From an optimization exercise on the open Yosys and OpenROAD flow, aimed at small area and a short achievable clock period; shortcuts taken in it are not production practice.
Where RTL was checked, it was by simulation tests only, not by an equivalence proof against the original.
Only the layout flow was run in runs 5 and 6; the RTL was not checked for function there.
The clock input has no modelled driver; a real chip could not lean on it and would need a root buffer or a full tree.
No activity file was given, so power comes from the tool's default toggle rates.

==> design.v <==
module deserializer(
    input serial_data,
    input clk,rst,
    input deser_en,
    output reg[9:0] parallel_data,
    output reg data_valid,
    output wire complete     
);
reg [3:0] counter;
wire full = (counter == 4'd10);
assign complete = deser_en & (counter == 4'd9);
always @(posedge clk,negedge rst) begin
    if (!rst) begin
        counter<=4'b0;
        data_valid<=1'b0;
    end
    else begin
        data_valid <= deser_en & full;
        if (deser_en)
            counter <= full ? 4'd0 : counter + 1'b1;
    end
end
always @(posedge clk) begin
    if (deser_en & !full)
        parallel_data<={serial_data,parallel_data[9:1]};
end
endmodule
module SERIALIZER(
    input rst,clk,
    input [7:0] data,
    output reg ser_out,
    input data_valid,ss_n
);
reg [7:0] registers;
reg [3:0] counter;
always @(posedge clk,negedge rst)
begin
  if(!rst)
  begin
    counter<=4'b0000;
    registers<=8'b00;
    ser_out<=1'b0;
  end
  else if(data_valid)
  begin
    registers<=data;
    ser_out<=1'b0;
    counter<=4'b0000;
  end
  else if(!ss_n)
  begin
    if (counter!=4'd8) begin
      {registers,ser_out}<={1'b0,registers};
      counter<=counter+1'b1;
    end
    else begin
      counter<=4'd0;
    end
  end
  else
    counter<=4'b0000;
end
endmodule
module Single_Port_Asyn_RAM #(parameter MEM_DEPTH =256,parameter ADDR_SIZE=8)( 
    input [9:0]din,
    input clk,rst,rx_valid,
    input rx_complete,
    input MOSI,
    output [7:0] dout,
    output reg tx_valid
);
localparam NG = 24;
function [8:0] conv;
    input [7:0] a;
    reg hi, k3;
    begin
        hi = a[7] & a[6];
        k3 = a[5] & a[4];
        conv[8:4] = !hi ? a[7:3] : (!k3 ? {1'b0, a[3:0]} : {2'b10, a[2:0]});
        conv[3:0] = !hi ? {1'b0, a[2:0]} : (!k3 ? {2'b10, a[5:4]} : {3'b100, a[3]});
    end
endfunction
wire cmd_wa = rx_valid & (din[9:8] == 2'b00);
wire cmd_wr = rx_valid & (din[9:8] == 2'b01);
wire ld_ra = rx_complete & MOSI & !din[9];
reg [8:0] read_address;
reg wa_set;    
always @(posedge clk,negedge rst) begin
    if (!rst) begin
        tx_valid<=1'b0;
        read_address<=9'b0;
        wa_set<=1'b0;
    end
    else begin
        tx_valid <= rx_valid & (din[9:8] == 2'b11);
        if (ld_ra)
            read_address <= conv(din[8:1]);
        if (cmd_wa)
            wa_set <= 1'b1;
    end
end
reg [8:0] write_address;
reg [7:0] wd_p;
reg pend;
wire wa_zero = cmd_wr & !wa_set;
wire pend_n = cmd_wa ? 1'b0 : cmd_wr ? 1'b1 : pend;
always @(posedge clk) begin
    if (cmd_wa | wa_zero)
        write_address <= cmd_wa ? conv(din[7:0]) : 9'b0;
    pend <= pend_n;
    if (cmd_wr)
        wd_p <= din[7:0];
end
reg [3:0] p11, p10;
wire [3:0] p11_n = (p11 == 4'd10) ? 4'd0 : p11 + 1'b1;
wire [3:0] p10_n = (p10 == 4'd9)  ? 4'd0 : p10 + 1'b1;
always @(posedge clk) begin
    if (p11 != 4'd10)
        p11 <= p11 + 1'b1;
    else
        p11 <= 4'd0;
    if (p10 != 4'd9)
        p10 <= p10 + 1'b1;
    else
        p10 <= 4'd0;
end
wire [3:0] w_slot_n = wa_zero ? 4'd0 : write_address[3:0];
wire [1:0] w_hi_n = wa_zero ? 2'd0 : write_address[8:7];
wire [2:0] w_lo_n = wa_zero ? 3'd0 : write_address[6:4];
reg [2:0] wsel;
reg [7:0] wlo;
reg r_hit, fwd;
always @(posedge clk) begin
    wsel[0] <= pend_n & (w_hi_n == 2'd0) & (w_slot_n == p11_n);
    wsel[1] <= pend_n & (w_hi_n == 2'd1) & (w_slot_n == p11_n);
    wsel[2] <= pend_n & (w_hi_n == 2'd2) & (w_slot_n == p10_n);
    wlo <= 8'd1 << w_lo_n;
    r_hit <= read_address[3:0] == (read_address[8] ? p10 : p11);
    fwd <= pend & !wa_zero & (write_address == read_address);
end
wire [8*NG-1:0] tails;
wire [7:0] wdn = ~wd_p;
genvar g;
generate
for (g = 0; g < NG; g = g + 1) begin : grp
    localparam L = (g < 16) ? 11 : 10;
    reg [8*L-1:0] ring;
    wire we = wsel[g / 8] && wlo[g % 8];
    assign tails[8*g +: 8] = ring[8*L-1 -: 8];
    wire [7:0] head;
    ring_head hd [7:0] (.wdn(wdn), .wen(!we), .t(ring[8*L-1 -: 8]), .h(head));
    always @(posedge clk)
        ring <= {ring[8*L-9:0], head};
end
endgenerate
reg [7:0] rlo;
always @(posedge clk)
    rlo <= 8'd1 << read_address[6:4];
wire [1:0] r_hi = read_address[8:7];
wire [23:0] tsel_b;
genvar h;
generate
for (h = 0; h < 3; h = h + 1) begin : rb
    sel8 s (.d(tails[64*h +: 64]), .oh(rlo), .y(tsel_b[8*h +: 8]));
end
endgenerate
reg [7:0] tsel, rbuf;
always @(posedge clk) begin
    tsel <= (r_hi == 2'd0) ? tsel_b[7:0] : (r_hi == 2'd1) ? tsel_b[15:8] : tsel_b[23:16];
    if (fwd)
        rbuf <= wd_p;
    else if (r_hit)
        rbuf <= tsel;
end
assign dout = rbuf;
endmodule
module ring_head(input wdn, input wen, input t, output h);
assign h = ~((wdn | wen) & ~(t & wen));
endmodule
module sel8(input [63:0] d, input [7:0] oh, output [7:0] y);
reg [7:0] acc;
integer k;
always @(*) begin
    acc = 8'd0;
    for (k = 0; k < 8; k = k + 1)
        acc = acc | (d[8*k +: 8] & {8{oh[k]}});
end
assign y = acc;
endmodule
module SPI_Slave(
    input MOSI,
    input clk,rst,ss_n,
    input tx_valid,
    output wire MISO,
    input [7:0]tx_data,
    output wire [9:0]rx_data,
    output wire rx_valid,
    output wire rx_complete
);
reg start_q, shift_q;
always @(posedge clk,negedge rst) begin
    if (!rst) begin
        start_q <= 1'b0;
        shift_q <= 1'b0;
    end
    else begin
        start_q <= !ss_n & !start_q & !shift_q;
        shift_q <= !ss_n & (start_q | shift_q);
    end
end
deserializer  Deserializer_SPI(
    .serial_data(MOSI),
    .clk(clk),
    .rst(rst),
    .deser_en(shift_q),
    .parallel_data(rx_data),
    .data_valid(rx_valid),
    .complete(rx_complete)
);
SERIALIZER SERIALIZER_SPI(
   .rst(rst),
   .clk(clk),
   .data(tx_data),
   .ser_out(MISO),
   .data_valid(tx_valid),
   .ss_n(ss_n)
);
endmodule
module SPI_TOP(
    input clk,
	input rst,
	input ss_n,
	input MOSI, 
	output MISO
);
	wire [9:0] SLAVE_RAM;
	wire [7:0] RAM_SLAVE;
	wire tx_valid, rx_valid, rx_complete;
	SPI_Slave SPI_SLAVE 
	(
		.MOSI(MOSI),
		.MISO(MISO),
		.ss_n(ss_n),
		.clk(clk),
		.rst(rst),
		.rx_data(SLAVE_RAM),
		.rx_valid(rx_valid),
		.rx_complete(rx_complete),
		.tx_data(RAM_SLAVE),
		.tx_valid(tx_valid)
	);
	Single_Port_Asyn_RAM RAM
	(
		.clk(clk),
		.rst(rst),
		.din(SLAVE_RAM),
		.rx_valid(rx_valid),
		.rx_complete(rx_complete),
		.MOSI(MOSI),
		.dout(RAM_SLAVE),
		.tx_valid(tx_valid)
	);
endmodule
==> flow/run.sh <==
#!/bin/bash
# Layout flow: the standard ORFS flow (standard.sh), with these changes:
# - the flip-flop driving MISO's output buffer is moved next to that buffer
#   before detailed placement (flow/miso.tcl), so it does not drive a long wire;
set -euo pipefail
export PRE_DETAIL_PLACE_TCL="$PWD/flow/miso.tcl"
export POST_CTS_TCL="$PWD/flow/quad_ct.tcl"
export BUFFER_PORTS_ARGS="-buffer_cell sky130_fd_sc_hd__buf_4"
export CTS_ARGS="-sink_clustering_enable -repair_clock_nets -sink_clustering_size 32 -sink_clustering_max_diameter 80 -dont_use_dummy_load"
bash standard.sh synth > log_synth.txt 2>&1
bash standard.sh floorplan > log_floorplan.txt 2>&1
bash standard.sh place > log_place.txt 2>&1
bash standard.sh cts > log_cts.txt 2>&1
bash standard.sh route > log_route.txt 2>&1
bash standard.sh finish > log_finish.txt 2>&1
==> flow/quad_ct.tcl <==
# Rebuild the top of the clock tree: the clock port drives NQ root buffers,
# each placed at the centroid of, and driving, the leaf clock
# buffers of its part of the die. The tree synthesis's upper levels are removed.
proc quad_ct {nq} {
  set block [ord::get_db_block]
  set bt [$block findBTerm clk]
  set pnet [$bt getNet]
  # the upper-level buffers: clock buffers whose loads are all clock buffers
  set upper {}
  set leaves {}
  foreach inst [$block getInsts] {
    set m [[$inst getMaster] getName]
    if {![string match "sky130_fd_sc_hd__clkbuf_*" $m]} continue
    set out ""
    foreach it [$inst getITerms] { if {[$it isOutputSignal]} { set out $it } }
    set onet [$out getNet]
    set allbuf 1; set n 0
    foreach it [$onet getITerms] {
      if {$it eq $out} continue
      incr n
      if {![string match "sky130_fd_sc_hd__clkbuf_*" [[[$it getInst] getMaster] getName]]} { set allbuf 0 }
    }
    if {$allbuf && $n > 0} { lappend upper $inst } else { lappend leaves $inst }
  }
  # centroid of leaves
  set sx 0; set sy 0
  foreach l $leaves { set loc [$l getLocation]; set sx [expr {$sx + [lindex $loc 0]}]; set sy [expr {$sy + [lindex $loc 1]}] }
  set cx [expr {$sx / [llength $leaves]}]; set cy [expr {$sy / [llength $leaves]}]
  # partition leaves into nq parts by angle around the centroid
  set parts {}
  for {set k 0} {$k < $nq} {incr k} { lappend parts {} }
  foreach l $leaves {
    set loc [$l getLocation]
    set a [expr {atan2([lindex $loc 1] - $cy, [lindex $loc 0] - $cx)}]
    set k [expr {int(floor(($a + 3.14159265358979) / (2*3.14159265358979) * $nq)) % $nq}]
    lset parts $k [concat [lindex $parts $k] [list $l]]
  }
  # remove the upper levels
  foreach u $upper {
    foreach it [$u getITerms] {
      set n [$it getNet]
      if {[$it isOutputSignal] && $n ne "NULL"} { $it disconnect; odb::dbNet_destroy $n } elseif {$n ne "NULL"} { $it disconnect }
    }
    odb::dbInst_destroy $u
  }
  set master [[ord::get_db] findMaster sky130_fd_sc_hd__clkbuf_16]
  for {set k 0} {$k < $nq} {incr k} {
    set ls [lindex $parts $k]
    if {[llength $ls] == 0} continue
    set sx 0; set sy 0
    foreach l $ls { set loc [$l getLocation]; set sx [expr {$sx + [lindex $loc 0]}]; set sy [expr {$sy + [lindex $loc 1]}] }
    set qx [expr {$sx / [llength $ls]}]; set qy [expr {$sy / [llength $ls]}]
    set q [odb::dbInst_create $block $master "clkroot_$k"]
    $q setLocation $qx $qy
    $q setPlacementStatus PLACED
    set qnet [odb::dbNet_create $block "clkroot_net_$k"]
    $qnet setSigType CLOCK
    foreach it [$q getITerms] {
      if {[$it isInputSignal]} { $it connect $pnet }
      if {[$it isOutputSignal]} { $it connect $qnet }
    }
    foreach l $ls {
      foreach it [$l getITerms] { if {[$it isInputSignal]} { $it disconnect; $it connect $qnet } }
    }
    puts "quad_ct: root $k at $qx $qy drives [llength $ls] leaves"
  }
  puts "quad_ct: removed [llength $upper] upper buffers, [llength $leaves] leaves"
}
# Cell choice: buf_16 roots and buf_12 leaves are faster than clkbuf_16 at
# these loads (and the leaves smaller).
proc swap_ct {rootm leafm} {
  set db [ord::get_db]; set block [ord::get_db_block]
  set rm [$db findMaster $rootm]; set lm [$db findMaster $leafm]
  set nr 0; set nl 0
  foreach inst [$block getInsts] {
    set n [$inst getName]
    if {[string match "clkroot_*" $n]} { $inst swapMaster $rm; incr nr } elseif {[[$inst getMaster] getName] eq "sky130_fd_sc_hd__clkbuf_16"} { $inst swapMaster $lm; incr nl }
  }
  puts "swap_ct: $nr roots to $rootm, $nl leaves to $leafm"
}
proc fix_leaf_slew {limit} {
  set db [ord::get_db]; set block [ord::get_db_block]
  set bm [$db findMaster sky130_fd_sc_hd__buf_16]
  set_propagated_clock [all_clocks]
  estimate_parasitics -placement
  set up 0
  foreach inst [$block getInsts] {
    if {[[$inst getMaster] getName] ne "sky130_fd_sc_hd__buf_12"} continue
    set out ""
    foreach it [$inst getITerms] { if {[$it isOutputSignal]} { set out [$it getNet] } }
    if {$out eq "" || $out eq "NULL"} continue
    set worst 0
    foreach it [$out getITerms] {
      if {[$it isOutputSignal]} continue
      set pin [get_pins [[$it getInst] getName]/[[$it getMTerm] getName]]
      foreach edge {rise fall} {
        set s [sta::time_ui_sta [get_property $pin slew_max_$edge]]
        if {$s > $worst} { set worst $s }
      }
    }
    if {$worst * 1e12 > $limit} { $inst swapMaster $bm; incr up }
  }
  puts "fix_leaf_slew: $up leaves to buf_16"
}
quad_ct 4
swap_ct sky130_fd_sc_hd__buf_16 sky130_fd_sc_hd__buf_12
detailed_placement
fix_leaf_slew 116
detailed_placement
check_placement -verbose
==> flow/miso.tcl <==
# Place the flip-flop that drives the MISO port's buffer next to that buffer,
# which the flow has placed at the port; detailed placement then legalizes it.
set block [ord::get_db_block]
set bt [$block findBTerm MISO]
set onet [$bt getNet]
set buf ""
foreach it [$onet getITerms] { if {[$it isOutputSignal]} { set buf [$it getInst] } }
if {$buf ne ""} {
  set ff ""
  foreach it [$buf getITerms] {
    if {[$it isInputSignal]} {
      foreach it2 [[$it getNet] getITerms] { if {[$it2 isOutputSignal]} { set ff [$it2 getInst] } }
    }
  }
  if {$ff ne ""} {
    set loc [$buf getLocation]
    set fw [[$ff getMaster] getWidth]
    set x [expr {[lindex $loc 0] - $fw}]
    if {$x < 0} { set x [expr {[lindex $loc 0] + [[$buf getMaster] getWidth]}] }
    puts "miso.tcl: moving [$ff getName] from [$ff getLocation] to $x [lindex $loc 1] (buffer [$buf getName] at $loc)"
    $ff setLocation $x [lindex $loc 1]
    $ff setPlacementStatus PLACED
  }
}
==> standard.sh <==
#!/bin/bash
# synth_recipe.tcl (not shown) runs the flow's synth.tcl, then flattens the netlist and writes it again
# the make line also repeats each setting of config.mk as NAME=value (left out here)
make -C /OpenROAD-flow-scripts/flow DESIGN_CONFIG=/design/flow/config.mk WORK_HOME=/design/flow/orfs CLKGATE_MAP_FILE= SYNTH_SCRIPT=/design/flow/synth_recipe.tcl "${@:-finish}"
==> constraint.sdc <==
create_clock -name core_clock -period 6.0 [get_ports {clk}]
set_input_delay 1.2000 -clock core_clock [delete_from_list [all_inputs] [get_ports {clk}]]
set_output_delay 1.2000 -clock core_clock [all_outputs]
set_load 0.01 [all_outputs]
==> config.mk <==
export PLATFORM = sky130hd
export DESIGN_NAME = SPI_TOP
export DESIGN_NICKNAME = SPI_TOP
export VERILOG_FILES = /design/flow/design.v
export SDC_FILE = /design/flow/constraint.sdc
export NUM_CORES = 8
export LEC_CHECK = 0
export CAP_MARGIN = 30
export CORE_MARGIN = 2
export CORE_UTILIZATION = 65
export SETUP_SLACK_MARGIN = 3.8
export SLEW_MARGIN = 40
export SYNTH_HIERARCHICAL = 1
export SYNTH_MINIMUM_KEEP_SIZE = 0
==> results of run 1 <==
==> area by class of cell, without the clock buffers <==
type,instances,share of cell area [%]
flip-flops and latches,2152,85.89
multi-input cells,781,8.416
well taps,959,2.364
plain buffers,4,0.2169
inverters,19,0.1701
repair buffers,8,0.1257
==> path summary, 6_finish.rpt <==
kind	slack (ps)	startpoint	cells after the start	end
worst min register to register	290	RAM.grp[5].ring[47]	0	RAM.grp[5].ring[55]
worst min-delay path	290	RAM.grp[5].ring[47]	0	RAM.grp[5].ring[55]
worst max register to register	4070	SPI_SLAVE.Deserializer_SPI.parallel_data[9]	5	RAM.wsel[1]
max in group asynchronous	4980	rst	1	SPI_SLAVE.SERIALIZER_SPI.ser_out
min in group asynchronous	680	rst	1	SPI_SLAVE.Deserializer_SPI.counter[3]
worst max-delay path	3800	SPI_SLAVE.SERIALIZER_SPI.ser_out	1	MISO
==> metrics by stage <==
stage / hold WS, ps / std cells / power [mW] / setup WS [ps]
finish: 292.5 / 3991 / 20.73 / 3797
global route: 301.2 / 3991 / 21.41 / 3751
detailed placement: 312.1 / 3918 / 15.27 / 3914
global placement: 309.5 / 3918 / 15.25 / 3938
floorplan: 309.6 / 2997 / 15.15 / 4101
==> synthesized netlist by cell type, types with 2 or more instances <==
cell	count	share of area, %
a21oi_1	11	0.11
a22oi_1	96	1.5
a32oi_1	7	0.13
and2_1	2	0.026
and3_1	4	0.052
and3b_1	5	0.091
buf_1	13	0.10
buf_4	3	0.047
clkbuf_1	26	0.20
dfrtp_1	31	1.6
dfxtp_1	2086	87
edfxtp_1	35	2.2
ha_1	6	0.16
inv_1	19	0.15
mux2_2	8	0.19
mux2i_1	17	0.35
nand2_1	269	2.1
nand2b_1	5	0.065
nand3_1	6	0.062
nand3b_1	4	0.062
nand4_1	26	0.34
nor2_1	17	0.13
nor2_4	2	0.047
nor2b_1	2	0.026
nor3_1	12	0.12
nor3b_1	5	0.078
nor4_1	2	0.026
o21ai_0	29	0.30
o21ai_1	201	2.1
or2_2	2	0.026
xnor2_1	22	0.40
==> state kept, by name, summed over array words and instances, names as in the netlist, 8 cells and up <==
name and flops:
RAM.grp.ring 2048, SPI_SLAVE.Deserializer_SPI.parallel_data 10, RAM.read_address 9, RAM.write_address 9, RAM.rbuf 8, RAM.rlo 8, RAM.tsel 8, RAM.wd_p 8
RAM.wlo 8, SPI_SLAVE.SERIALIZER_SPI.registers 8
==> logic make-up (layout without fill, tap and decap cells) <==
kind of cell	Yosys count	after routing	share of synthesized area [%]
xor gates and xnor gates	23	23	0.4186
and+or+nand+nor	370	370	3.388
AOI/OAI and AO/OA	356	356	4.345
buffers and inverters	64	99	0.5434
muxes	26	26	0.5694
adders and majority gates	6	6	0.1560
DFF	2152	2152	90.58
==> power groups by stage <==
stage | Combinational [mW] | Clock (mW) | Sequential [mW]
floorplan | 0.203 | 0 | 14.9
global placement | 0.198 | 0 | 15.0
detailed placement | 0.207 | 0 | 15.1
global route | 0.234 | 6.40 | 14.8
finish | 0.211 | 5.78 | 14.7
==> per-layer routing <==
metal | up-vias | GRT usage [%] | routed length [µm]
met5 | - | 0 | 0
met4 | 0 | 5.142 | 1934
met2 | 317 | 28.83 | 31320
met3 | 120 | 3.524 | 3489
li1 | 9748 | - | -
met1 | 9577 | 32.98 | 40710
==> per-module statistics from Yosys, one instance, submodules excluded, excerpt <==
module,cell area [µm²],cells
Single_Port_Asyn_RAM,44240,2370
SERIALIZER,621.8,59
deserializer,545.5,36
sel8,320.3,48
SPI_Slave,65.06,4
ring_head,8.758,2
==> results.py, run 1 <==
metrics = {
    "status": {
        "status": "complete, no violations",
    },
    "final_layout": {
        "final_nets": 3044,
        "layout_commonest_cell": "dfxtp_1",
        "multi_input_area_um2": 4272,
        "postLayoutCellArea_um2": 50760,
        "area_growth_pct": 5.484,
        "antenna_cells": 0,
        "seq_area_um2": 43600,
        "fill_cells": 4936,
        "drive_above_1_share_pct": 3.760,
        "final_cell_mix": "dfxtp_1 (2,079), nand2_1 (269), o21ai_1 (201), a22oi_1 (96), buf_12 (59)",
        "postLayoutCoreUtil_pct": 69.45,
    },
    "drt": {
        "wire_per_inst_um": 19.41,
        "drt-total-wl_mm": 77.45,
        "avgViaCountPerCell": 4.952,
        "vias": 19760,
        "drt-pass1-iter-count": 17,
        "drcViolationCount": 0,
        "drtAntennaViolNets": 0,
        "drt_iter0_drc": 1460,
    },
    "synth": {
        "synthCells": 2997,
        "ys_types": 55,
        "syn-num-nets": 3007,
        "ys_warn_count": 11,
        "ys_ff_latch": 2152,
        "yosysSeqAreaShare_pct": 90.58,
        "async_flop_share_pct": 1.441,
        "avgSynthCellArea_um2": 16.06,
        "synth_flop_cell": "dfxtp_1",
        "synth_edf_count": 35,
        "syn_area_um2": 48120,
    },
    "timing": {
        "relSlewSlack_pct": 54.52,
        "final_max_slew_viol_count": 0,
        "tns_ps": 0,
        "fin_worst_skew_ps": 32.88,
        "min_period_ps": 2203,
        "fmax_mhz": 454.0,
        "tightest_slew_ps": 680.5,
        "setup_viol": 0,
        "rsz0062_at_grt": "yes",
        "hold_viol": 0,
        "period_share_pct": 36.71,
    },
    "floorplanning": {
        "rows": 99,
        "start_util_pct": 65.84,
        "die_h_um": 276.1,
        "num_io_pins": 5,
        "coreArea_um2": 73080,
        "chipWidth_um": 276.1,
        "dieArea_um2": 76220,
    },
    "global_routing": {
        "grt_max_degree": 33,
        "grt_usage_pct": 20.49,
        "grt_pass1_wl_mm": 117.0,
        "first_global_vias": 18950,
        "antenna_found_initial": 1,
        "grt_overflow_total": 0,
    },
    "power_and_ir_drop": {
        "ir_drop_mv": 0.3313,
        "power_frac_clock_pct": 27.9,
        "switching_share_pct": 19.72,
        "intPower_mw": 16.64,
        "p_seq_share_pct": 71.1,
        "p_comb_share_pct": 1.0,
        "p_leak_nw": 19.57,
        "switching_power_mw": 4.088,
        "power_density_nw_per_um2": 408.4,
    },
    "setup_path": {
        "cpMaxStageDelayCell": "dfrtp_2",
        "crit_chain": "buf_6",
        "end_kind": "output port",
        "crit_type": "flip-flop to output port",
        "cp_max_fo": 2,
        "worstPathRequired_ps": 4800,
        "cp-start-kind": "flip-flop",
        "cp.arrival_ps": 1000,
        "critPathBufInv": 1,
        "max_stage_delay_ps": 430,
        "path_delay_family": "flip-flops",
    },
    "place": {
        "io_buffers": 4,
        "post_dp_cell_area_um2": 49200,
        "finalWeightedCongestion": 0.8490,
        "dp_hpwl_mm": 50.44,
    },
    "run": {
        "drv_cap": 0,
    },
    "clock_tree": {
        "clock_latency_ps": 480,
        "clock-sinks": 2152,
        "path_clk_slew_ps": 110,
    },
    "worst_hold_path": {
        "min_path_type": "flip-flop to flip-flop",
    },
}
==> inputs of run 2 (changes only) <==
--- a/flow/run.sh
+++ b/flow/run.sh
@@ -3,4 +3,5 @@
 # - the flip-flop driving MISO's output buffer is moved next to that buffer
 #   before detailed placement (flow/miso.tcl), so it does not drive a long wire;
+# - ports get a buf_4 (resized later as needed) rather than the default pick;
 set -euo pipefail
 export PRE_DETAIL_PLACE_TCL="$PWD/flow/miso.tcl"
==> run 2 against run 1 <==
Against the previous run: critical path type unchanged; setup slack unchanged; routed wire length unchanged; sequential share of layout area did not move; largest power group unchanged.
==> results.py, run 2 <==
metrics = {
    "setup_path": {
        "max_stage_delay_ps": 430,
        "cp_max_fo": 2,
        "end_kind": "output port",
        "regToRegStartpoint": "SPI_SLAVE.Deserializer_SPI.parallel_data[9]",
        "cp.arrival_ps": 1000,
        "cp-start-kind": "flip-flop",
        "cpMaxStageDelayCell": "dfrtp_2",
        "path_delay_family": "flip-flops",
        "crit_chain": "buf_6",
        "crit_type": "flip-flop to output port",
        "worstPathRequired_ps": 4800,
        "critPathBufInv": 1,
        "startpoint": "SPI_SLAVE.SERIALIZER_SPI.ser_out",
    },
    "synth": {
        "ys_warn_count": 11,
        "ys_types": 55,
        "synth_most_common_cell": "dfxtp_1",
        "synth_top_area_cell": "dfxtp_1",
        "synth_edf_count": 35,
        "syn_area_um2": 48120,
        "ys_top_cells_by_area": "dfxtp_1 (87%), edfxtp_1 (2.2%), nand2_1 (2.1%), o21ai_1 (2.1%), dfrtp_1 (1.6%)",
        "yosysSeqAreaShare_pct": 90.58,
        "ys_ff_latch": 2152,
        "async_flop_share_pct": 1.441,
        "synth_flop_cell": "dfxtp_1",
        "synthCells": 2997,
        "syn-num-nets": 3007,
        "avgSynthCellArea_um2": 16.06,
        "yosys.area.top_type_share_pct": 86.78,
        "ys_top_cells_by_count": "dfxtp_1 (2,086), nand2_1 (269), o21ai_1 (201)",
    },
    "drt": {
        "wire_per_inst_um": 19.41,
        "avgViaCountPerCell": 4.952,
        "drcViolationCount": 0,
        "drt_iter0_drc": 1460,
        "vias": 19760,
        "drt-total-wl_mm": 77.45,
        "drtAntennaViolNets": 0,
        "drt-pass1-iter-count": 17,
    },
    "timing": {
        "hold_viol": 0,
        "fin_worst_skew_ps": 32.88,
        "rsz0062_at_grt": "yes",
        "fmax_mhz": 454.0,
        "setup_viol": 0,
        "period_share_pct": 36.71,
        "relSlewSlack_pct": 54.52,
        "tns_ps": 0,
        "final_max_slew_viol_count": 0,
        "tightest_slew_ps": 680.5,
        "min_period_ps": 2203,
    },
    "worst_hold_path": {
        "min_path_type": "flip-flop to flip-flop",
        "min_from": "RAM.grp[5].ring[47]",
    },
    "global_routing": {
        "grt_max_degree": 33,
        "grt_pass1_wl_mm": 117.0,
        "grt_overflow_total": 0,
        "antenna_found_initial": 1,
        "first_global_vias": 18950,
        "grt_usage_pct": 20.49,
    },
    "run": {
        "drv_cap": 0,
    },
    "final_layout": {
        "drive_above_1_share_pct": 3.760,
        "final_cell_mix": "dfxtp_1 (2,079), nand2_1 (269), o21ai_1 (201), a22oi_1 (96), buf_12 (59)",
        "area_growth_pct": 5.484,
        "largest-register": "RAM.grp.ring",
        "antenna_cells": 0,
        "largest_register_ffs": 2048,
        "top_regs": "RAM.grp.ring x2048, SPI_SLAVE.Deserializer_SPI.parallel_data x10",
        "final_nets": 3044,
        "postLayoutCoreUtil_pct": 69.45,
        "layout_commonest_cell": "dfxtp_1",
    },
    "floorplanning": {
        "coreArea_um2": 73080,
        "num_io_pins": 5,
        "die_h_um": 276.1,
        "rows": 99,
        "chipWidth_um": 276.1,
        "dieArea_um2": 76220,
        "start_util_pct": 65.84,
    },
    "power_and_ir_drop": {
        "power_density_nw_per_um2": 408.4,
        "p_leak_nw": 19.57,
        "ir_drop_mv": 0.3313,
    },
    "place": {
        "finalWeightedCongestion": 0.8490,
        "dp_hpwl_mm": 50.44,
        "io_buffers": 4,
    },
    "clock_tree": {
        "clock_latency_ps": 480,
        "path_clk_slew_ps": 110,
        "clock-sinks": 2152,
    },
    "status": {
        "status": "complete, no violations",
    },
}
[run 2: cell counts after synthesis]
Identical to the previous run, type by type.
[run 2: worst paths after layout]
check / to / slack, ps / cells after the start
max in group asynchronous: SPI_SLAVE.SERIALIZER_SPI.ser_out / 4980 / 1
worst min-delay path: RAM.grp[5].ring[55] / 290 / 0
worst max register to register: RAM.wsel[1] / 4070 / 5
worst min register to register: RAM.grp[5].ring[55] / 290 / 0
min in group asynchronous: SPI_SLAVE.Deserializer_SPI.counter[3] / 680 / 1
worst max-delay path: MISO / 3800 / 1
[run 2: cells by family (layout without fill, tap and decap cells)]
group	after synthesis	in the layout	synth area share, %
multiplexers	26	26	0.5694
flip-flops	2152	2152	90.58
buffers and inverters	64	99	0.5434
adder cells (fa/ha/maj)	6	6	0.1560
AND/OR/NAND/NOR	370	370	3.388
AO/OA/AOI/OAI	356	356	4.345
XOR/XNOR	23	23	0.4186
[run 2: per-layer routing]
| metal | global-route usage (%) | part of all wire, % | vias to the layer above |
|---|---|---|---|
| met1 | 32.98 | 53 | 9577 |
| li1 | - | - | 9748 |
| met5 | 0 | 0 | - |
| met3 | 3.524 | 4.5 | 120 |
| met4 | 5.142 | 2.5 | 0 |
| met2 | 28.83 | 40 | 317 |
[run 2: stage by stage]
step | instances | total power [mW] | worst slack, ps | hold slack, ps | instance area, µm²
6_report | 3991 | 20.73 | 3797 | 292.5 | 50760
3_3_place_gp | 3918 | 15.25 | 3938 | 309.5 | 49180
5_1_grt | 3991 | 21.41 | 3751 | 301.2 | 50760
2_1_floorplan | 2997 | 15.15 | 4101 | 309.6 | 48120
3_5_place_dp | 3918 | 15.27 | 3914 | 312.1 | 49200
[run 2: per-module statistics from Yosys (local to each module, per instance), a selection]
module | cells | area (µm²) | times used
SPI_Slave | 4 | 65.06 | 1
deserializer | 36 | 545.5 | 1
SERIALIZER | 59 | 621.8 | 1
Single_Port_Asyn_RAM | 2370 | 44240 | 1
ring_head | 2 | 8.758 | 192
sel8 | 48 | 320.3 | 3
[run 2: where the power goes]
| part | switching, mW | internal [mW] |
|---|---|---|
| Sequential | 0.188 | 14.6 |
| Combinational | 0.122 | 0.0897 |
| Clock | 3.78 | 2.00 |
[run 2: cell type report, without the clock buffers]
type / count / area (µm²)
flip-flops and latches: 2152 / 43600
fillers: 4936 / 22320
multi-input cells: 781 / 4272
well taps: 959 / 1200
plain buffers: 4 / 110.1
inverters: 19 / 86.33
repair buffers: 8 / 63.81
==> inputs of run 3 (changes only) <==
--- a/config.mk
+++ b/config.mk
@@ -8,5 +8,5 @@
 export CAP_MARGIN = 30
 export CORE_MARGIN = 2
-export CORE_UTILIZATION = 65
+export CORE_UTILIZATION = 60
 export SETUP_SLACK_MARGIN = 3.8
 export SLEW_MARGIN = 40
==> run 3 against run 2 <==
Against the previous run: clock power is 0.7% higher; core utilization down 5.1 points; total power increased by 0.32%; critical endpoint unchanged; largest cell class unchanged; die area is 8.2% higher; routed wire length down 2.1%; register-to-register slack worse by 100 ps; global-route usage decreased by 1.8 points; sequential share of layout area decreased by 0.28 points.
==> results.py, run 3 <==
metrics = {
    "synth": {
        "avgSynthCellArea_um2": 16.06,
        "async_flop_share_pct": 1.441,
        "synthXorXnorAreaFrac_pct": 0.4186,
        "yosysSeqAreaShare_pct": 90.58,
        "ys_warn_count": 11,
        "syn_area_um2": 48120,
        "synth_top_family_by_area": "compound AO/OA/AOI/OAI gates",
        "ys_types": 55,
        "synth_flop_cell": "dfxtp_1",
        "ys_ff_latch": 2152,
        "synthCells": 2997,
        "synth_edf_count": 35,
        "ys_top_cells_by_count": "dfxtp_1 (2,086), nand2_1 (269), o21ai_1 (201)",
        "synth_most_common_cell": "dfxtp_1",
        "synth_top_area_cell": "dfxtp_1",
        "ys_top_cells_by_area": "dfxtp_1 (87%), edfxtp_1 (2.2%), nand2_1 (2.1%), o21ai_1 (2.1%), dfrtp_1 (1.6%)",
        "yosys.area.top_type_share_pct": 86.78,
        "syn-num-nets": 3007,
        "yosys.area_share.adder_pct": 0.1560,
        "muxShareOfSynthArea_pct": 0.5694,
        "synth_compound_area_share_pct": 4.345,
        "synthSimpleGateAreaFrac_pct": 3.388,
    },
    "place": {
        "dp_hpwl_mm": 47.09,
        "finalWeightedCongestion": 0.8064,
        "io_buffers": 4,
        "dpl.cell_count": 4010,
        "dpl_worst_slack_ps": 3825,
    },
    "drt": {
        "avgViaCountPerCell": 4.762,
        "wire_per_inst_um": 18.56,
        "drt_iter0_drc": 1023,
        "drt-pass1-iter-count": 5,
        "drcViolationCount": 0,
        "drtAntennaViolNets": 0,
        "drt-total-wl_mm": 75.80,
        "vias": 19450,
    },
    "timing": {
        "tightest_slew_ps": 788.6,
        "fmax_mhz": 449.0,
        "setup_viol": 0,
        "timing.final.ws_setup_ps": 3773,
        "rsz0062_at_grt": "yes",
        "hold_viol": 0,
        "period_share_pct": 37.12,
        "whs_ps": 271.8,
        "fin_worst_skew_ps": 64.07,
        "relSlewSlack_pct": 47.43,
        "final_max_slew_viol_count": 0,
        "tns_ps": 0,
        "min_period_ps": 2227,
    },
    "final_layout": {
        "largest_register_ffs": 2048,
        "area_growth_pct": 5.822,
        "final_cells": 4084,
        "final_nets": 3046,
        "top_regs": "RAM.grp.ring x2048, SPI_SLAVE.Deserializer_SPI.parallel_data x10",
        "final_cell_mix": "dfxtp_1 (2,080), nand2_1 (269), o21ai_1 (201), a22oi_1 (96), buf_12 (57)",
        "drive_above_1_share_pct": 3.757,
        "fill_cells": 5803,
        "largest-register": "RAM.grp.ring",
        "layout_commonest_cell": "dfxtp_1",
        "antenna_cells": 0,
    },
    "power_and_ir_drop": {
        "power_density_nw_per_um2": 408.4,
        "switching_share_pct": 19.88,
        "intPower_mw": 16.66,
        "switching_power_mw": 4.133,
        "p_comb_share_pct": 1.1,
        "power_frac_clock_pct": 28.0,
        "p_leak_nw": 19.61,
        "p_seq_share_pct": 70.9,
        "ir_drop_mv": 0.3069,
    },
    "clock_tree": {
        "clock_latency_ps": 490,
        "path_clk_slew_ps": 110,
        "clock-sinks": 2152,
    },
    "floorplanning": {
        "chipWidth_um": 287.2,
        "num_io_pins": 5,
        "dieArea_um2": 82480,
        "coreArea_um2": 79130,
        "die_h_um": 287.2,
        "rows": 103,
        "start_util_pct": 60.81,
    },
    "setup_path": {
        "critPathBufInv": 1,
        "cp-start-kind": "flip-flop",
        "crit_chain": "buf_6",
        "path_delay_family": "flip-flops",
        "cpMaxStageDelayCell": "dfrtp_1",
        "cp.arrival_ps": 1030,
        "crit_type": "flip-flop to output port",
        "worstPathRequired_ps": 4800,
        "cp_max_fo": 2,
        "end_kind": "output port",
        "max_stage_delay_ps": 410,
    },
    "global_routing": {
        "first_global_vias": 19130,
        "antenna_found_initial": 0,
        "grt_overflow_total": 0,
        "grt_max_degree": 33,
        "grt_usage_pct": 18.67,
        "grt_pass1_wl_mm": 115.1,
    },
    "worst_hold_path": {
        "min_path_type": "flip-flop to flip-flop",
    },
    "run": {
        "drv_cap": 0,
    },
    "status": {
        "status": "complete, no violations",
    },
}
run 3: cell types whose count changed in the layout (fill, tap and decap cells not counted):
cell,change
buf_12,-2
buf_16,+3
buf_4,+1
clkinv_1,-2
dfrtp_1,+2
dfrtp_2,-2
dfxtp_1,+1
dfxtp_2,-1
inv_1,+1
inv_4,+1
run 3: logic make-up (layout without fill, tap and decap cells):
group                      count (synthesis)  in the layout
adders and majority gates                  6              6
DFF                                     2152           2152
buffers and inverters                     64            101
xor gates and xnor gates                  23             23
and+or+nand+nor                          370            370
muxes                                     26             26
AOI/OAI and AO/OA                        356            356
run 3: layout make-up, without the clock buffers:
type | instances | area, µm² | share of cell area, %
multi-input combinational | 781 | 4272 | 8.389
inverter | 19 | 88.84 | 0.1745
timing repair buffer | 10 | 98.84 | 0.1941
sequential | 2152 | 43590 | 85.61
buffer | 4 | 110.1 | 0.2162
tap | 1050 | 1314 | 2.580
run 3: final timing paths:
kind	endpoint	depth (start not counted)	slack, ps	from
worst max-delay path	MISO	1	3770	SPI_SLAVE.SERIALIZER_SPI.ser_out
worst min-delay path	RAM.grp[11].ring[26]	0	270	RAM.grp[11].ring[18]
worst max register to register	RAM.tsel[5]	4	3970	RAM.rlo[6]
worst min register to register	RAM.grp[11].ring[26]	0	270	RAM.grp[11].ring[18]
max in group asynchronous	RAM.read_address[1]	1	5010	rst
min in group asynchronous	SPI_SLAVE.SERIALIZER_SPI.ser_out	1	620	rst
run 3: stage by stage:
| stage | area [µm²] | util (%) | total power, mW |
|---|---|---|---|
| final | 50920 | 64.35 | 20.80 |
| after detailed placement | 49350 | 62.37 | 15.31 |
| after floorplan | 48120 | - | 15.15 |
| after global routing | 50920 | 64.35 | 21.53 |
| after global placement | 49300 | 62.30 | 15.28 |
run 3: per-layer routing:
metal | track usage [%] | share of wire, %
met5 | 0 | 0
met4 | 5.885 | 2.9
met3 | 2.167 | 2.7
met2 | 29.96 | 46
met1 | 26.82 | 49
run 3: power groups by stage:
| stage | clock [mW] | sequential, mW | combinational [mW] |
|---|---|---|---|
| finish | 5.82 | 14.7 | 0.232 |
| global route | 6.49 | 14.8 | 0.259 |
| global placement | 0 | 15.1 | 0.217 |
| detailed placement | 0 | 15.1 | 0.232 |
| floorplan | 0 | 14.9 | 0.203 |
run 3: Yosys stat by module, one instance, submodules excluded, excerpt:
module / times used / cell area [µm²] / flops+latches
Single_Port_Asyn_RAM: 1 / 44240 / 2122
sel8: 3 / 320.3 / 0
SERIALIZER: 1 / 621.8 / 13
SPI_Slave: 1 / 65.06 / 2
ring_head: 192 / 8.758 / 0
deserializer: 1 / 545.5 / 15
==> inputs of run 4 (changes only) <==
--- a/config.mk
+++ b/config.mk
@@ -8,5 +8,5 @@
 export CAP_MARGIN = 30
 export CORE_MARGIN = 2
-export CORE_UTILIZATION = 60
+export CORE_UTILIZATION = 70
 export SETUP_SLACK_MARGIN = 3.8
 export SLEW_MARGIN = 40
==> run 4 against run 3 <==
Against the previous run: still clean on timing, DRC and antenna; setup slack better by 51 ps; first-iteration DRC count up 33%; sequential cell count did not move; combinational power up 5%; register-to-register slack better by 100 ps; critical endpoint unchanged; largest cell class unchanged; largest power group unchanged.
==> results.py, run 4 <==
metrics = {
    "synth": {
        "avgSynthCellArea_um2": 16.06,
        "yosys.area.top_type_share_pct": 86.78,
        "synth_edf_count": 35,
        "ys_ff_latch": 2152,
        "ys_warn_count": 11,
        "synth_most_common_cell": "dfxtp_1",
        "syn-num-nets": 3007,
        "synth_top_area_cell": "dfxtp_1",
        "ys_top_cells_by_area": "dfxtp_1 (87%), edfxtp_1 (2.2%), nand2_1 (2.1%), o21ai_1 (2.1%), dfrtp_1 (1.6%)",
        "yosysSeqAreaShare_pct": 90.58,
        "syn_area_um2": 48120,
        "synth_flop_cell": "dfxtp_1",
        "ys_top_cells_by_count": "dfxtp_1 (2,086), nand2_1 (269), o21ai_1 (201)",
        "synthCells": 2997,
        "async_flop_share_pct": 1.441,
        "ys_types": 55,
    },
    "timing": {
        "min_period_ps": 2176,
        "period_share_pct": 36.27,
        "rsz0062_at_grt": "yes",
        "tightest_slew_ps": 862.3,
        "fmax_mhz": 459.5,
        "fin_worst_skew_ps": 75.64,
        "setup_viol": 0,
        "hold_viol": 0,
        "final_max_slew_viol_count": 0,
        "relSlewSlack_pct": 42.43,
        "tns_ps": 0,
    },
    "place": {
        "io_buffers": 4,
        "post_dp_cell_area_um2": 49130,
        "finalWeightedCongestion": 0.8606,
        "dp_hpwl_mm": 47.41,
    },
    "final_layout": {
        "top_regs": "RAM.grp.ring x2048, SPI_SLAVE.Deserializer_SPI.parallel_data x10",
        "postLayoutCoreUtil_pct": 74.14,
        "postLayoutCellArea_um2": 50670,
        "largest_register_ffs": 2048,
        "drive_above_1_share_pct": 3.754,
        "final_cell_mix": "dfxtp_1 (2,082), nand2_1 (269), o21ai_1 (201), a22oi_1 (96), buf_12 (61)",
        "final_nets": 3049,
        "largest-register": "RAM.grp.ring",
        "area_growth_pct": 5.297,
        "antenna_cells": 0,
        "layout_commonest_cell": "dfxtp_1",
    },
    "clock_tree": {
        "clock-sinks": 2152,
        "path_clk_slew_ps": 110,
        "clock_latency_ps": 490,
    },
    "setup_path": {
        "reg2reg_depth": 5,
        "cpMaxStageDelayCell": "dfrtp_2",
        "end_kind": "output port",
        "cp_max_fo": 2,
        "critPathBufInv": 1,
        "cp-start-kind": "flip-flop",
        "path_delay_family": "flip-flops",
        "max_stage_delay_ps": 420,
        "regToRegStartpoint": "SPI_SLAVE.Deserializer_SPI.parallel_data[9]",
        "r2r_setup_slack_ps": 4070,
        "crit_chain": "buf_6",
        "r2r-end": "RAM.wsel[0]",
        "crit_type": "flip-flop to output port",
        "worstPathRequired_ps": 4800,
        "cp.arrival_ps": 980,
    },
    "floorplanning": {
        "rows": 96,
        "chipWidth_um": 266.2,
        "num_io_pins": 5,
        "die_h_um": 266.2,
        "coreArea_um2": 68350,
        "start_util_pct": 70.41,
        "dieArea_um2": 70860,
    },
    "worst_hold_path": {
        "min_path_type": "flip-flop to flip-flop",
        "hold_end": "RAM.grp[10].ring[16]",
        "min_from": "RAM.grp[10].ring[8]",
        "hold_depth": 0,
    },
    "global_routing": {
        "grt_max_degree": 33,
        "first_global_vias": 19220,
        "grt_pass1_wl_mm": 114.3,
        "grt_usage_pct": 21.65,
        "grt_overflow_total": 0,
        "antenna_found_initial": 1,
    },
    "power_and_ir_drop": {
        "p_total_mw": 20.74,
        "ir_drop_mv": 0.3373,
        "p_leak_nw": 19.59,
        "power_density_nw_per_um2": 409.3,
    },
    "drt": {
        "drt-pass1-iter-count": 5,
        "drcViolationCount": 0,
        "drt_iter0_drc": 1356,
        "drtAntennaViolNets": 0,
        "vias": 19680,
        "avgViaCountPerCell": 5.021,
        "wire_per_inst_um": 19.29,
        "drt-total-wl_mm": 75.60,
    },
    "status": {
        "status": "complete, no violations",
    },
    "run": {
        "drv_cap": 0,
    },
}
-- run 4: cell counts after synthesis --
Identical to the previous run, type by type.
-- run 4: area by class of cell, without the clock buffers --
type                       instances  area (µm²)
buffer                             4       110.1
fill                            4189       17680
inverter                          19       73.82
multi-input combinational        781        4272
sequential                      2152       43590
tap                              882        1104
timing repair buffer              13       101.3
-- run 4: logic make-up after synthesis --
kind of cell	share of synthesized area, %
flip-flops	90.58
AND/OR/NAND/NOR	3.388
AO/OA/AOI/OAI	4.345
buffers and inverters	0.5434
multiplexers	0.5694
XOR/XNOR	0.4186
adder cells (fa/ha/maj)	0.1560
-- run 4: through the flow --
step                      hold slack, ps  setup slack (ps)  std cells
final                              263.8              3824       3919
after global routing               258.0              3785       3919
after detailed placement           312.1              3838       3846
after global placement             309.6              3897       3846
after floorplan                    309.6              4101       2997
-- run 4: worst max path at each step --
stage / endpoint / cells past startpoint / slack [ps] / start
after floorplan: RAM.read_address[7] / 3 / 4100 / MOSI
after global placement: RAM.read_address[7] / 4 / 3900 / MOSI
after detailed placement: SPI_SLAVE.SERIALIZER_SPI.ser_out / 3 / 3840 / ss_n
after global routing: MISO / 1 / 3790 / SPI_SLAVE.SERIALIZER_SPI.ser_out
final: MISO / 1 / 3820 / SPI_SLAVE.SERIALIZER_SPI.ser_out
-- run 4: per-module statistics from Yosys (local to each module, per instance), a selection --
module                flip-flops and latches  cells inside  cell area [µm²]
deserializer                              15            36            545.5
sel8                                       0            48            320.3
SPI_Slave                                  2             4            65.06
Single_Port_Asyn_RAM                    2122          2370            44240
ring_head                                  0             2            8.758
SERIALIZER                                13            59            621.8
-- run 4: report_power, final --
| group | leakage [nW] | switching [mW] | internal (mW) |
|---|---|---|---|
| sequential | 17.5 | 0.168 | 14.5 |
| clock | 0.713 | 3.80 | 1.98 |
| combinational | 1.34 | 0.151 | 0.0936 |
-- run 4: layer usage --
metal | wire length [µm] | GRT usage [%]
met5 | 12 | 0
met4 | 1730 | 5.041
met3 | 3350 | 3.937
met2 | 31110 | 31.13
met1 | 39400 | 34.35
==> inputs of run 5 (changes only) <==
--- a/design.v
+++ b/design.v
@@ -116,12 +116,6 @@
 wire [3:0] p10_n = (p10 == 4'd9)  ? 4'd0 : p10 + 1'b1;
 always @(posedge clk) begin
-    if (p11 != 4'd10)
-        p11 <= p11 + 1'b1;
-    else
-        p11 <= 4'd0;
-    if (p10 != 4'd9)
-        p10 <= p10 + 1'b1;
-    else
-        p10 <= 4'd0;
+    p11 <= p11_n;
+    p10 <= p10_n;
 end
 wire [3:0] w_slot_n = wa_zero ? 4'd0 : write_address[3:0];
@@ -154,7 +148,8 @@
 end
 endgenerate
-reg [7:0] rlo;
+reg [2:0] rlo;
 always @(posedge clk)
-    rlo <= 8'd1 << read_address[6:4];
+    rlo <= read_address[6:4];
+wire [7:0] rlo_oh = 8'd1 << rlo;
 wire [1:0] r_hi = read_address[8:7];
 wire [23:0] tsel_b;
@@ -162,5 +157,5 @@
 generate
 for (h = 0; h < 3; h = h + 1) begin : rb
-    sel8 s (.d(tails[64*h +: 64]), .oh(rlo), .y(tsel_b[8*h +: 8]));
+    sel8 s (.d(tails[64*h +: 64]), .oh(rlo_oh), .y(tsel_b[8*h +: 8]));
 end
 endgenerate
--- a/flow/run.sh
+++ b/flow/run.sh
@@ -3,9 +3,7 @@
 # - the flip-flop driving MISO's output buffer is moved next to that buffer
 #   before detailed placement (flow/miso.tcl), so it does not drive a long wire;
-# - ports get a buf_4 (resized later as needed) rather than the default pick;
 set -euo pipefail
 export PRE_DETAIL_PLACE_TCL="$PWD/flow/miso.tcl"
 export POST_CTS_TCL="$PWD/flow/quad_ct.tcl"
-export BUFFER_PORTS_ARGS="-buffer_cell sky130_fd_sc_hd__buf_4"
 export CTS_ARGS="-sink_clustering_enable -repair_clock_nets -sink_clustering_size 32 -sink_clustering_max_diameter 80 -dont_use_dummy_load"
 bash standard.sh synth > log_synth.txt 2>&1
--- a/config.mk
+++ b/config.mk
@@ -8,5 +8,5 @@
 export CAP_MARGIN = 30
 export CORE_MARGIN = 2
-export CORE_UTILIZATION = 70
+export CORE_UTILIZATION = 65
 export SETUP_SLACK_MARGIN = 3.8
 export SLEW_MARGIN = 40
==> run 5 against run 4 <==
Against the previous run: routed wire length rose by 5.0%; sequential power hardly changed; die area is 7.3% higher; core utilization decreased by 4.8 points; final area about the same; sequential share of layout area decreased by 0.17 points; maximum frequency fell by 0.35%; synthesized cell count decreased by 0.40%; sequential cell count shrank 5; via count is 0.60% higher; critical path type unchanged; critical endpoint unchanged; largest cell class unchanged.
==> results.py, run 5 <==
metrics = {
    "status": {
        "status": "complete, no violations",
    },
    "final_layout": {
        "largest-register": "RAM.grp.ring",
        "final_nets": 3034,
        "final_cells": 3985,
        "antenna_cells": 0,
        "top_regs": "RAM.grp.ring x2048, SPI_SLAVE.Deserializer_SPI.parallel_data x10",
        "area_growth_pct": 5.541,
        "final_cell_mix": "dfxtp_1 (2,081), nand2_1 (265), o21ai_1 (202), a22oi_1 (96), buf_12 (63)",
        "fill_cells": 4967,
        "drive_above_1_share_pct": 3.767,
        "layout_commonest_cell": "dfxtp_1",
        "largest_register_ffs": 2048,
    },
    "synth": {
        "syn-num-nets": 2991,
        "ys_types": 54,
        "syn_area_um2": 47980,
        "async_flop_share_pct": 1.444,
        "yosys.area.top_type_share_pct": 86.82,
        "avgSynthCellArea_um2": 16.08,
        "ys_top_cells_by_area": "dfxtp_1 (87%), edfxtp_1 (2.2%), o21ai_1 (2.1%), nand2_1 (2.1%), dfrtp_1 (1.6%)",
        "synth_top_area_cell": "dfxtp_1",
        "ys_warn_count": 11,
        "synth_edf_count": 35,
        "ys_ff_latch": 2147,
        "yosysSeqAreaShare_pct": 90.63,
        "synthCells": 2985,
        "synth_flop_cell": "dfxtp_1",
        "synth_most_common_cell": "dfxtp_1",
        "ys_top_cells_by_count": "dfxtp_1 (2,081), nand2_1 (265), o21ai_1 (202)",
    },
    "setup_path": {
        "cp_max_fo": 2,
        "regToRegStartpoint": "RAM.rlo[1]",
        "crit_cells": 1,
        "end_kind": "output port",
        "worstPathRequired_ps": 4800,
        "critPathBufInv": 1,
        "cp-start-kind": "flip-flop",
        "crit_chain": "buf_2",
        "path_delay_family": "flip-flops",
        "endpoint": "MISO",
        "r2r-end": "RAM.tsel[3]",
        "startpoint": "SPI_SLAVE.SERIALIZER_SPI.ser_out",
        "crit_type": "flip-flop to output port",
        "r2r_setup_slack_ps": 3910,
        "max_stage_delay_ps": 400,
        "reg2reg_depth": 5,
        "cp.arrival_ps": 980,
        "cpMaxStageDelayCell": "dfrtp_1",
    },
    "timing": {
        "tns_ps": 0,
        "final_max_slew_viol_count": 0,
        "relSlewSlack_pct": 44.87,
        "setup_viol": 0,
        "hold_viol": 0,
        "rsz0062_at_grt": "yes",
        "fin_worst_skew_ps": 47.88,
        "tightest_slew_ps": 824.9,
        "min_period_ps": 2184,
        "fmax_mhz": 457.9,
        "period_share_pct": 36.40,
    },
    "global_routing": {
        "grt_pass1_wl_mm": 116.7,
        "first_global_vias": 18730,
        "grt_max_degree": 33,
        "antenna_found_initial": 0,
        "grt_usage_pct": 21.09,
        "grt_overflow_total": 0,
    },
    "place": {
        "io_buffers": 4,
        "dpl.cell_count": 3911,
        "dp_hpwl_mm": 51.93,
        "finalWeightedCongestion": 0.8719,
    },
    "power_and_ir_drop": {
        "p_comb_share_pct": 1.4,
        "p_total_mw": 20.65,
        "power_density_nw_per_um2": 407.7,
        "p_seq_share_pct": 71.0,
        "intPower_mw": 16.56,
        "switching_power_mw": 4.089,
        "switching_share_pct": 19.80,
        "ir_drop_mv": 0.3275,
        "power_frac_clock_pct": 27.6,
        "p_leak_nw": 19.49,
    },
    "floorplanning": {
        "coreArea_um2": 73080,
        "rows": 99,
        "die_h_um": 275.7,
        "num_io_pins": 5,
        "chipWidth_um": 275.7,
        "start_util_pct": 65.66,
        "dieArea_um2": 76010,
    },
    "clock_tree": {
        "clock-sinks": 2147,
        "clock_latency_ps": 480,
        "path_clk_slew_ps": 110,
    },
    "worst_hold_path": {
        "min_path_type": "flip-flop to flip-flop",
    },
    "drt": {
        "drtAntennaViolNets": 0,
        "drt_iter0_drc": 1561,
        "drcViolationCount": 0,
        "drt-pass1-iter-count": 5,
        "wire_per_inst_um": 19.92,
        "wl_met3_mm": 3.356,
        "drt-total-wl_mm": 79.38,
        "highest_layer": "met4",
        "vias": 19800,
        "avgViaCountPerCell": 4.967,
        "route.met2.wl_mm": 33.14,
        "met1Wirelength_mm": 40.79,
    },
    "run": {
        "drv_cap": 0,
    },
}
-- run 5: cell type report, without the clock buffers --
class / count / area [µm²] / share of cell area [%]
Inverter: 21 / 91.34 / 0.1804
Buffer: 4 / 110.1 / 0.2174
Sequential cell: 2147 / 43490 / 85.87
Multi-Input combinational cell: 774 / 4264 / 8.420
Timing Repair Buffer: 12 / 92.59 / 0.1828
Tap cell: 959 / 1200 / 2.369
-- run 5: power groups by stage --
stage	sequential, mW	clock (mW)	combinational [mW]
after global routing	14.7	6.33	0.317
final	14.7	5.70	0.296
after floorplan	14.9	0	0.213
after global placement	15.0	0	0.272
after detailed placement	15.0	0	0.287
-- run 5: metrics by stage --
| stage | hold WS [ps] | setup WS [ps] | area [µm²] | utilization (%) |
|---|---|---|---|---|
| 2_1_floorplan | 309.6 | 4101 | 47980 | - |
| 3_5_place_dp | 312.1 | 3314 | 49120 | 67.21 |
| 5_1_grt | 316.6 | 3757 | 50640 | 69.30 |
| 6_report | 311.0 | 3816 | 50640 | 69.30 |
| 3_3_place_gp | 309.5 | 3341 | 49100 | 67.18 |
-- run 5: worst min path at each step --
stage               depth (start not counted)  slack (ps)            startpoint                   end
detailed placement                          0         310   RAM.grp[8].ring[79]   RAM.grp[8].ring[87]
global route                                0         320   RAM.grp[9].ring[37]   RAM.grp[9].ring[45]
finish                                      0         310  RAM.grp[11].ring[14]  RAM.grp[11].ring[22]
floorplan                                   0         310    RAM.grp[0].ring[2]   RAM.grp[0].ring[10]
global placement                            0         310   RAM.grp[0].ring[47]   RAM.grp[0].ring[55]
-- run 5: metal layers --
metal	global-route usage, %	vias up
met5	0	-
met4	5.999	0
li1	-	9725
met1	33.00	9551
met2	30.71	392
met3	3.158	127
-- run 5: logic make-up after synthesis --
| group | count (synthesis) | share of synthesized area [%] |
|---|---|---|
| compound gates | 359 | 4.422 |
| fa+ha+maj | 2 | 0.05214 |
| buf+inv | 64 | 0.5580 |
| xor+xnor | 24 | 0.4537 |
| simple gates | 364 | 3.345 |
| flops | 2147 | 90.63 |
| mux | 25 | 0.5424 |
-- run 5: per-module statistics from Yosys, one instance, submodules excluded, a selection --
module | cells | area [µm²]
SERIALIZER | 59 | 621.8
SPI_Slave | 4 | 65.06
Single_Port_Asyn_RAM | 2358 | 44110
deserializer | 36 | 545.5
ring_head | 2 | 8.758
sel8 | 48 | 320.3
==> inputs of run 6 (changes only) <==
--- a/design.v
+++ b/design.v
@@ -123,5 +123,5 @@
 wire [2:0] w_lo_n = wa_zero ? 3'd0 : write_address[6:4];
 reg [2:0] wsel;
-reg [7:0] wlo;
+reg [2:0] wlo;
 reg r_hit, fwd;
 always @(posedge clk) begin
@@ -129,5 +129,5 @@
     wsel[1] <= pend_n & (w_hi_n == 2'd1) & (w_slot_n == p11_n);
     wsel[2] <= pend_n & (w_hi_n == 2'd2) & (w_slot_n == p10_n);
-    wlo <= 8'd1 << w_lo_n;
+    wlo <= w_lo_n;
     r_hit <= read_address[3:0] == (read_address[8] ? p10 : p11);
     fwd <= pend & !wa_zero & (write_address == read_address);
@@ -140,5 +140,5 @@
     localparam L = (g < 16) ? 11 : 10;
     reg [8*L-1:0] ring;
-    wire we = wsel[g / 8] && wlo[g % 8];
+    wire we = wsel[g / 8] && (wlo == g % 8);
     assign tails[8*g +: 8] = ring[8*L-1 -: 8];
     wire [7:0] head;
==> run 6 against run 5 <==
Against the previous run: final area barely moved; sequential cell count fell by 5; first-iteration DRC count fell by 14%; synthesized area fell by 0.23%; die area fell by 0.23%; core utilization rose by 0.087 points; synthesized cell count fell by 0.27%; critical path depth did not move; routed wire length fell by 6.0%; final cell count barely moved; total power barely moved; hold slack got worse by 74 ps; critical endpoint unchanged; largest power group unchanged.
==> results.py, run 6 <==
metrics = {
    "status": {
        "status": "complete, no violations",
    },
    "floorplanning": {
        "num_io_pins": 5,
        "die_h_um": 275.4,
        "dieArea_um2": 75840,
        "start_util_pct": 65.62,
        "coreArea_um2": 72960,
        "rows": 99,
        "chipWidth_um": 275.4,
    },
    "power_and_ir_drop": {
        "power_density_nw_per_um2": 407.8,
        "ir_drop_mv": 0.3571,
        "p_leak_nw": 19.46,
        "p_total_mw": 20.65,
    },
    "final_layout": {
        "drive_above_1_share_pct": 4.231,
        "largest_register_ffs": 2048,
        "antenna_cells": 0,
        "largest-register": "RAM.grp.ring",
        "postLayoutCoreUtil_pct": 69.38,
        "layout_commonest_cell": "dfxtp_1",
        "final_cell_mix": "dfxtp_1 (2,074), nand2_1 (248), o21ai_1 (206), a22oi_1 (93), buf_12 (64)",
        "final_cells": 3984,
        "final_nets": 3033,
        "top_regs": "RAM.grp.ring x2048, SPI_SLAVE.Deserializer_SPI.parallel_data x10",
        "fill_cells": 4976,
        "area_growth_pct": 5.742,
    },
    "worst_hold_path": {
        "min_path_type": "flip-flop to flip-flop",
    },
    "place": {
        "io_buffers": 4,
        "finalWeightedCongestion": 0.7993,
        "dpl.cell_count": 3910,
        "dp_hpwl_mm": 45.85,
    },
    "synth": {
        "synthCells": 2977,
        "synth_top_area_cell": "dfxtp_1",
        "yosys.area_share.adder_pct": 0.05227,
        "ys_warn_count": 11,
        "ys_ff_latch": 2142,
        "synthSimpleGateAreaFrac_pct": 3.416,
        "avgSynthCellArea_um2": 16.08,
        "synthXorXnorAreaFrac_pct": 0.4391,
        "ys_top_cells_by_count": "dfxtp_1 (2,076), nand2_1 (248), o21ai_1 (206)",
        "async_flop_share_pct": 1.447,
        "ys_top_cells_by_area": "dfxtp_1 (87%), edfxtp_1 (2.2%), o21ai_1 (2.2%), nand2_1 (1.9%), dfrtp_1 (1.6%)",
        "yosys.area.top_type_share_pct": 86.81,
        "muxShareOfSynthArea_pct": 0.5541,
        "synth_most_common_cell": "dfxtp_1",
        "syn_area_um2": 47870,
        "synth_top_family_by_area": "compound AO/OA/AOI/OAI gates",
        "synth_flop_cell": "dfxtp_1",
        "synth_compound_area_share_pct": 4.391,
        "yosysSeqAreaShare_pct": 90.63,
        "synth_edf_count": 35,
        "ys_types": 53,
        "syn-num-nets": 2983,
    },
    "global_routing": {
        "first_global_vias": 19200,
        "grt_max_degree": 33,
        "grt_overflow_total": 0,
        "grt_pass1_wl_mm": 113.3,
        "grt_usage_pct": 19.98,
        "antenna_found_initial": 0,
    },
    "setup_path": {
        "crit_type": "flip-flop to output port",
        "cp.arrival_ps": 950,
        "crit_chain": "buf_2",
        "cp_max_fo": 2,
        "path_delay_family": "flip-flops",
        "cp-start-kind": "flip-flop",
        "critPathBufInv": 1,
        "end_kind": "output port",
        "worstPathRequired_ps": 4800,
        "cpMaxStageDelayCell": "dfrtp_1",
        "max_stage_delay_ps": 390,
    },
    "drt": {
        "avgViaCountPerCell": 4.882,
        "vias": 19450,
        "drt-total-wl_mm": 74.65,
        "drcViolationCount": 0,
        "wire_per_inst_um": 18.74,
        "drt_iter0_drc": 1350,
        "drtAntennaViolNets": 0,
        "drt-pass1-iter-count": 8,
    },
    "clock_tree": {
        "clock_latency_ps": 480,
        "path_clk_slew_ps": 110,
        "clock-sinks": 2142,
    },
    "timing": {
        "final_max_slew_viol_count": 0,
        "setup_viol": 0,
        "tns_ps": 0,
        "rsz0062_at_grt": "yes",
        "period_share_pct": 35.88,
        "min_period_ps": 2153,
        "fin_worst_skew_ps": 72.72,
        "relSlewSlack_pct": 42.54,
        "hold_viol": 0,
        "whs_ps": 236.8,
        "fmax_mhz": 464.5,
        "tightest_slew_ps": 860.6,
    },
    "run": {
        "drv_cap": 0,
    },
}
## run 6: path summary, 6_finish.rpt
path / from / to / slack, ps / depth (start not counted)
setup / recovery: SPI_SLAVE.SERIALIZER_SPI.ser_out / MISO / 3850 / 1
min in group asynchronous: rst / SPI_SLAVE.SERIALIZER_SPI.counter[0] / 1160 / 2
max in group asynchronous: rst / RAM.read_address[7] / 4520 / 2
setup reg to reg: RAM.wlo[0] / RAM.grp[13].ring[2] / 3890 / 4
hold / removal: RAM.grp[16].ring[16] / RAM.grp[16].ring[24] / 240 / 0
hold reg to reg: RAM.grp[16].ring[16] / RAM.grp[16].ring[24] / 240 / 0
## run 6: metrics by stage
| step | area, µm² | setup slack (ps) |
|---|---|---|
| 2_1_floorplan | 47870 | 4121 |
| 3_3_place_gp | 49040 | 3450 |
| 3_5_place_dp | 49060 | 3412 |
| 5_1_grt | 50620 | 3721 |
| 6_report | 50620 | 3847 |
## run 6: cell families (layout without fill, tap and decap cells)
logic type / count (synthesis) / after routing
flip-flops: 2142 / 2142
AND/OR/NAND/NOR: 364 / 364
AO/OA/AOI/OAI: 358 / 358
buffers and inverters: 62 / 110
multiplexers: 25 / 25
XOR/XNOR: 24 / 24
adder cells (fa/ha/maj): 2 / 2
## run 6: routing by layer
metal  vias to the layer above  GRT usage (%)  part of all wire [%]
met5                         -              0                     0
met4                         0          5.505                   2.4
met3                       102          3.036                   3.8
met2                       261          30.02                    43
met1                      9380          30.50                    51
li1                       9707              -                     -
## run 6: Yosys stat by module (local to each module, per instance), excerpt
module,times used,flip-flops and latches,cell area [µm²],cells
SPI_Slave,1,2,65.06,4
SERIALIZER,1,13,621.8,59
Single_Port_Asyn_RAM,1,2112,44000,2350
ring_head,192,0,8.758,2
deserializer,1,15,545.5,36
sel8,3,0,320.3,48
## run 6: layout make-up, without the clock buffers
cell class	count	area [µm²]	share of cell area [%]
Inverter	20	81.33	0.1607
Multi-Input combinational cell	773	4307	8.508
Timing Repair Buffer	18	140.1	0.2768
Buffer	4	110.1	0.2175
Tap cell	959	1200	2.370
Sequential cell	2142	43390	85.72
## run 6: power breakdown
| part | total (mW) | internal [mW] | leakage (nW) | switching [mW] |
|---|---|---|---|---|
| clock | 5.70 | 1.95 | 0.703 | 3.76 |
| sequential | 14.6 | 14.5 | 17.5 | 0.140 |
| combinational | 0.336 | 0.106 | 1.30 | 0.229 |
| total | 20.6 | 16.5 | 19.5 | 4.13 |

-- port drivers added, routing unchanged --
The results above use ideal ports. As a check the final layouts listed here were re-extracted and re-timed, cells and wires unchanged. Step 1 (the two cells are an assumption about what drives the block):
set clk [get_ports {clk}]
set_driving_cell -lib_cell sky130_fd_sc_hd__clkbuf_16 $clk
set_driving_cell -lib_cell sky130_fd_sc_hd__buf_2 [delete_from_list [all_inputs] $clk]
Step 2 also shifts input and output timing later by t, the mid clock arrival at the registers, as if the neighbouring blocks saw the same clock. Three values: ideal, step 1, step 2; two values: the first two.
| run | t (ns) | setup WS [ns] | worst setup path at the end | worst data-port slew with drivers (ns) |
|---|---|---|---|---|
| run 1 | 0.613 | 3.797 / 3.643 / 3.842 | input to register | 0.07 |
| run 2 | 0.613 | 3.797 / 3.643 / 3.842 | input to register | 0.07 |
| run 3 | 0.607 | 3.773 / 3.624 / 3.975 | register to register | 0.09 |
| run 4 | 0.606 | 3.824 / 3.669 / 3.778 | input to register | 0.07 |
| run 5 | 0.605 | 3.816 / 3.665 / 3.334 | input to register | 0.12 |
| run 6 | 0.596 | 3.847 / 3.697 / 3.433 | input to register | 0.05 |
After both steps every run listed still meets setup and hold. The setup slack of run 5, which loses most, moves by -0.151 ns with the drivers and by -0.482 ns with both steps.
